Context: an optimization exercise on an open-source flow, tuned for small area and a short achievable clock period. The choices shown serve that exercise and are no tape-out recipe. At most, simulation tests tie the RTL to the original design; equivalence was not proved. Power figures rest on the tool's default switching activity, not on a simulated workload.

==> module SELECT32, before the edit <==
module SELECT32(
    input [31:0] d,
    input [31:0] s,
    output y
    );
wire [10:0] n;
genvar g;
generate for (g = 0; g < 10; g = g + 1) begin : a3
    AOI222 a(.a1(d[3*g]), .a2(s[3*g]), .b1(d[3*g+1]), .b2(s[3*g+1]),
             .c1(d[3*g+2]), .c2(s[3*g+2]), .y(n[g]));
end endgenerate
AOI22 a2(.a1(d[30]), .a2(s[30]), .b1(d[31]), .b2(s[31]), .y(n[10]));
assign y = ~&n;
endmodule
==> module AOI222, before the edit <==
module AOI222(input a1, input a2, input b1, input b2, input c1, input c2, output y);
assign y = ~(a1 & a2 | b1 & b2 | c1 & c2);
endmodule
==> module AOI22, before the edit <==
module AOI22(input a1, input a2, input b1, input b2, output y);
assign y = ~(a1 & a2 | b1 & b2);
endmodule
clock: 4.6 ns
lec_check: 0
cap_margin: 20
core_margin: 2
core_utilization: 60
cts_buf_list: sky130_fd_sc_hd__clkbuf_8 sky130_fd_sc_hd__clkbuf_16
cts_cluster_diameter: 60
cts_cluster_size: 24
setup_slack_margin: 2.3
slew_margin: 20
synth_hierarchical: 1
run.sh (not shown) runs the stock make flow with config.mk's settings and CLKGATE_MAP_FILE= SYNTH_SCRIPT=/design/flow/synth_recipe.tcl, a recipe that flattens the netlist after the stock synthesis.
Rerun with:
--- a/flow/design.v
+++ b/flow/design.v
@@ -100,26 +100,13 @@
 endmodule
 module SELECT32(
     input [31:0] d,
     input [31:0] s,
     output y
     );
-wire [10:0] n;
-genvar g;
-generate for (g = 0; g < 10; g = g + 1) begin : a3
-    AOI222 a(.a1(d[3*g]), .a2(s[3*g]), .b1(d[3*g+1]), .b2(s[3*g+1]),
-             .c1(d[3*g+2]), .c2(s[3*g+2]), .y(n[g]));
-end endgenerate
-AOI22 a2(.a1(d[30]), .a2(s[30]), .b1(d[31]), .b2(s[31]), .y(n[10]));
-assign y = ~&n;
-endmodule
-module AOI222(input a1, input a2, input b1, input b2, input c1, input c2, output y);
-assign y = ~(a1 & a2 | b1 & b2 | c1 & c2);
-endmodule
-module AOI22(input a1, input a2, input b1, input b2, output y);
-assign y = ~(a1 & a2 | b1 & b2);
+assign y = |(d & s);
 endmodule
 module FULL_FLAG(
     input [5:0] nc,
     input [5:0] th,
     output full
     );
- The changed run finished clean
- setup slack is better by 31 ps
- cell area increases by 2.8%
- hold slack improves by 13 ps
- critical path depth stays the same
- via count goes up by 5.1%
- core utilization came out higher by 1.4 points
- routed wire length increases by 18%
- die area is higher by 1.6%
- cell count grows by 6.7%
- count of clock-buffer cells in the layout stays the same

* * *

before:
The RTL this note starts from:
==> flow/design.v <==
module UART_TRANSMITTER(
    input clock_i,
    input reset_n_i,
    input [7:0] data_i,
    input data_write_i,
    input [5:0] data_buffer_full_tresh_i,
    input [1:0] baudrate_select_i,
    output data_buffer_full_o,
    output uart_tx_o
    );
localparam PARITY = 4'd0;
localparam STOP   = 4'd1;
localparam IDLE   = 4'd2;
localparam START  = 4'd3;
reg [5:0] count;
reg [7:0] mem [0:31];      
reg [6:0] baud;
reg [3:0] state;
reg       parity;
reg       tx;
FULL_FLAG full_flag(
    .count(count),
    .th(data_buffer_full_tresh_i),
    .full(data_buffer_full_o)
    );
wire wr = data_write_i & ~data_buffer_full_o;
reg tick;
always @(*) begin
    case (baudrate_select_i)
        2'b00: tick = &baud[3:0];
        2'b01: tick = &baud[4:0];
        2'b10: tick = &baud[5:0];
        default: tick = &baud[6:0];
    endcase
end
wire rd = tick & (state == STOP);
wire empty = (count == 6'd0);
wire [5:0] count_up, count_down;
wire [6:0] baud_up;
genvar k;
generate
for (k = 0; k < 6; k = k + 1) begin : cud
    if (k == 0) begin : b0
        assign count_up[k] = ~count[k];
        assign count_down[k] = ~count[k];
    end else begin : bk
        assign count_up[k] = count[k] ^ (&count[k-1:0]);
        assign count_down[k] = count[k] ^ ~(|count[k-1:0]);
    end
end
for (k = 0; k < 7; k = k + 1) begin : bu
    if (k == 0) begin : b0
        assign baud_up[k] = ~baud[k];
    end else begin : bk
        assign baud_up[k] = baud[k] ^ (&baud[k-1:0]);
    end
end
endgenerate
integer i;
always @(posedge clock_i) begin
    if (wr) begin
        mem[1] <= data_i;
        for (i = 2; i < 32; i = i + 1)
            mem[i] <= mem[i-1];
        mem[0] <= mem[31];
    end
end
wire [255:0] flat;
genvar g;
generate for (g = 0; g < 32; g = g + 1) begin : fl
    assign flat[g*8 +: 8] = mem[g];
end endgenerate
wire [7:0] sel = {count[4:0], state[2:0]};
wire [63:0] l1;
wire [15:0] l2;
wire [3:0] l3;
wire bit_now;
generate
for (g = 0; g < 64; g = g + 1) begin : m1
    MUX4 m(.d(flat[4*g +: 4]), .s(sel[1:0]), .y(l1[g]));
end
for (g = 0; g < 16; g = g + 1) begin : m2
    MUX4 m(.d(l1[4*g +: 4]), .s(sel[3:2]), .y(l2[g]));
end
for (g = 0; g < 4; g = g + 1) begin : m3
    MUX4 m(.d(l2[4*g +: 4]), .s(sel[5:4]), .y(l3[g]));
end
endgenerate
MUX4 m4(.d(l3), .s(sel[7:6]), .y(bit_now));
always @(posedge clock_i) begin
    if (~reset_n_i) begin
        count <= 6'd0;
        baud <= 7'd0;
        state <= IDLE;
        tx <= 1'b1;
    end else begin
        if (wr & ~rd)
            count <= count_up;
        else if (rd & ~wr)
            count <= count_down;
        baud <= baud_up;
        if (tick & (state != IDLE | ~empty))
            state <= (state == START) ? 4'd8 : state + 4'd1;
        tx <= state[3] ? bit_now : (state == PARITY) ? parity : (state != START);
    end
end
always @(posedge clock_i) begin
    if (state == START)
        parity <= 1'b0;
    else if (tick & state[3])
        parity <= parity ^ bit_now;
end
assign uart_tx_o = tx;
endmodule
module MUX4(
    input [3:0] d,
    input [1:0] s,
    output y
    );
assign y = d[s];
endmodule
module FULL_FLAG(
    input [5:0] count,
    input [5:0] th,
    output full
    );
wire [4:0] c = count[4:0];
wire [4:0] t = th[4:0];
wire [4:0] g = t & ~c;           
wire [4:0] e = ~(t ^ c);         
wire gt = g[4]
        | (e[4] & g[3])
        | (e[4] & e[3] & g[2])
        | (e[4] & e[3] & e[2] & g[1])
        | (e[4] & e[3] & e[2] & e[1] & g[0]);
assign full = count[5] | (~th[5] & ~gt);
endmodule
export LEC_CHECK = 0
export CAP_MARGIN = 20
export CORE_MARGIN = 2
export CORE_UTILIZATION = 60
export CTS_BUF_LIST = sky130_fd_sc_hd__clkbuf_4 sky130_fd_sc_hd__clkbuf_8
export SETUP_SLACK_MARGIN = 2.0
export SLEW_MARGIN = 20
export SYNTH_HIERARCHICAL = 1
export TNS_END_PERCENT = 20
create_clock -name core_clock -period 4.6 [get_ports {clock_i}]
Relative to before, the following input files were edited for after:
--- a/flow/design.v
+++ b/flow/design.v
@@ -64,30 +64,25 @@
             mem[i] <= mem[i-1];
         mem[0] <= mem[31];
     end
 end
-wire [255:0] flat;
-genvar g;
-generate for (g = 0; g < 32; g = g + 1) begin : fl
-    assign flat[g*8 +: 8] = mem[g];
-end endgenerate
-wire [7:0] sel = {count[4:0], state[2:0]};
-wire [63:0] l1;
-wire [15:0] l2;
-wire [3:0] l3;
-wire bit_now;
+wire [31:0] entry_sel;
+DECODE32 decode(.a(count[4:0]), .y(entry_sel));
+reg [7:0] oldest;
+wire [7:0] oldest_next;
+genvar g, h;
 generate
-for (g = 0; g < 64; g = g + 1) begin : m1
-    MUX4 m(.d(flat[4*g +: 4]), .s(sel[1:0]), .y(l1[g]));
-end
-for (g = 0; g < 16; g = g + 1) begin : m2
-    MUX4 m(.d(l1[4*g +: 4]), .s(sel[3:2]), .y(l2[g]));
-end
-for (g = 0; g < 4; g = g + 1) begin : m3
-    MUX4 m(.d(l2[4*g +: 4]), .s(sel[5:4]), .y(l3[g]));
+for (h = 0; h < 8; h = h + 1) begin : rb
+    wire [31:0] column;
+    for (g = 0; g < 32; g = g + 1) begin : cl
+        assign column[g] = mem[g][h];
+    end
+    SELECT32 select(.d(column), .s(entry_sel), .y(oldest_next[h]));
 end
 endgenerate
-MUX4 m4(.d(l3), .s(sel[7:6]), .y(bit_now));
+always @(posedge clock_i)
+    oldest <= oldest_next;
+wire bit_now = oldest[state[2:0]];
 always @(posedge clock_i) begin
     if (~reset_n_i) begin
         count <= 6'd0;
         baud <= 7'd0;
@@ -111,14 +106,20 @@
         parity <= parity ^ bit_now;
 end
 assign uart_tx_o = tx;
 endmodule
-module MUX4(
-    input [3:0] d,
-    input [1:0] s,
+module DECODE32(
+    input [4:0] a,
+    output [31:0] y
+    );
+assign y = 32'd1 << a;
+endmodule
+module SELECT32(
+    input [31:0] d,
+    input [31:0] s,
     output y
     );
-assign y = d[s];
+assign y = |(d & s);
 endmodule
 module FULL_FLAG(
     input [5:0] count,
     input [5:0] th,
==> run summary <==
Measured against after, the pin count of the biggest net entering global routing of before comes out at 0.78 times the reference value.
Taking before as the reference, in after number of non-clock buffers in the layout went down, cell count went up.
Global-route usage, before and after: lower on before
before → after: final worst hold slack now smaller; cell internal power dissipation went down by 0.88%; sequential share of layout area now sits higher.
Number of cells on the worst hold path ended up 1 higher on after than on before.
The higher portion of total power attributed to the clock network of before and after is in after.
The layout overhead on the synthesized area number comes out lower for after vs before.
When after is set beside before, its portion of total power attributed to sequential cells turns out to be 0.9 points smaller.
No functional check of the RTL was part of any run of this note.

* * *

v6:
UART_TRANSMITTER with an RTL version that a note above also has.
For scale: about 570 cells after synthesis, ~10000 um^2 of cells after synthesis.
==> flow/config.mk <==
export PLATFORM = sky130hd
export DESIGN_NAME = UART_TRANSMITTER
export DESIGN_NICKNAME = UART_TRANSMITTER
export VERILOG_FILES = /design/flow/design.v
export SDC_FILE = /design/flow/constraint.sdc
export NUM_CORES = 4
export LEC_CHECK = 0
export CAP_MARGIN = 20
export CORE_MARGIN = 2
export CORE_UTILIZATION = 60
export CTS_BUF_LIST = sky130_fd_sc_hd__clkbuf_8 sky130_fd_sc_hd__clkbuf_16
export CTS_CLUSTER_DIAMETER = 60
export CTS_CLUSTER_SIZE = 24
export SETUP_SLACK_MARGIN = 2.3
export SLEW_MARGIN = 20
export SYNTH_HIERARCHICAL = 1
==> flow/constraint.sdc <==
create_clock -name core_clock -period 4.6 [get_ports {clock_i}]
set_input_delay 0.9200 -clock core_clock [delete_from_list [all_inputs] [get_ports {clock_i}]]
set_output_delay 0.9200 -clock core_clock [all_outputs]
set_load 0.01 [all_outputs]
standard.sh (not shown) runs the stock make flow with config.mk's settings and CLKGATE_MAP_FILE= SYNTH_SCRIPT=/design/flow/synth_recipe.tcl, a recipe that flattens the netlist after the stock synthesis.
==> flow/flow/run.sh <==
#!/bin/bash
# The standard layout, with plain buf_2 cells as the port buffers and
# timing repair free to resize cells across footprints.
set -o pipefail
bash standard.sh "BUFFER_PORTS_ARGS=-buffer_cell sky130_fd_sc_hd__buf_2" MATCH_CELL_FOOTPRINT=0 finish > standard_flow.log 2>&1
Input-level comparison between v7 and v6:
--- a/flow/design.v
+++ b/flow/design.v
@@ -104,18 +104,5 @@
     output y
     );
-wire [10:0] n;
-genvar g;
-generate for (g = 0; g < 10; g = g + 1) begin : a3
-    AOI222 a(.a1(d[3*g]), .a2(s[3*g]), .b1(d[3*g+1]), .b2(s[3*g+1]),
-             .c1(d[3*g+2]), .c2(s[3*g+2]), .y(n[g]));
-end endgenerate
-AOI22 a2(.a1(d[30]), .a2(s[30]), .b1(d[31]), .b2(s[31]), .y(n[10]));
-assign y = ~&n;
-endmodule
-module AOI222(input a1, input a2, input b1, input b2, input c1, input c2, output y);
-assign y = ~(a1 & a2 | b1 & b2 | c1 & c2);
-endmodule
-module AOI22(input a1, input a2, input b1, input b2, output y);
-assign y = ~(a1 & a2 | b1 & b2);
+assign y = |(d & s);
 endmodule
 module FULL_FLAG(
## What came out
- v7 ended with every stage complete and zero timing, DRC or antenna violations.
- Going from v6 to v7, the first-pass iteration count of the detailed router was found to have gone down by 4.
- Compared with v6, v7 shows a higher global router's overall resource usage.
- v7 vs v6 — final HPWL from detailed placement climbed by a little under 10%
- Comparing v6 and v7, the lower clock network area share is on v6.
- The power of v7 was inferior to that of v6.
- Any difference in final critical-path share of the clock period between v7 and v6 is small enough to ignore.

afterwards: timing with drivers on the ports:
Ports are ideal in the flow. The routed layouts listed here were re-timed in OpenROAD.
Step 1 sets driving cells, clkbuf_16 on the clock port and buf_2 on the other inputs (assumed; they add their load-dependent delay and slew).
Step 2 also shifts input and output timing later by t, the mid clock arrival at the registers, as if the neighbouring blocks saw the same clock.
Three values: ideal, step 1, step 2; two values: the first two.
run | t, ns | setup slack, ns | hold slack, ns | worst setup path after step 2 | pins driven straight from the clock port
the first run of note 1 | 0.540 | 2.013 / 1.990 / 1.844 | 0.442 / 0.442 / 0.442 | input to register | 1
the second run of note 1 | 0.548 | 2.044 / 2.017 / 1.903 | 0.455 / 0.455 / 0.455 | input to register | 1
before | 0.564 | 1.363 / 1.363 / 1.333 | 0.435 / 0.435 / 0.435 | input to register | 1
after | 0.571 | 1.882 / 1.857 / 1.414 | 0.428 / 0.428 / 0.428 | input to register | 1
v6 | 0.526 | 2.032 / 1.994 / 1.866 | 0.443 / 0.443 / 0.443 | input to register | 1
v7 | 0.549 | 2.025 / 1.986 / 1.707 | 0.451 / 0.451 / 0.451 | input to register | 1
After both steps every run listed still meets setup and hold. For after, which loses most, drivers alone change the setup slack by -0.025 ns; drivers and shift together by -0.468 ns.
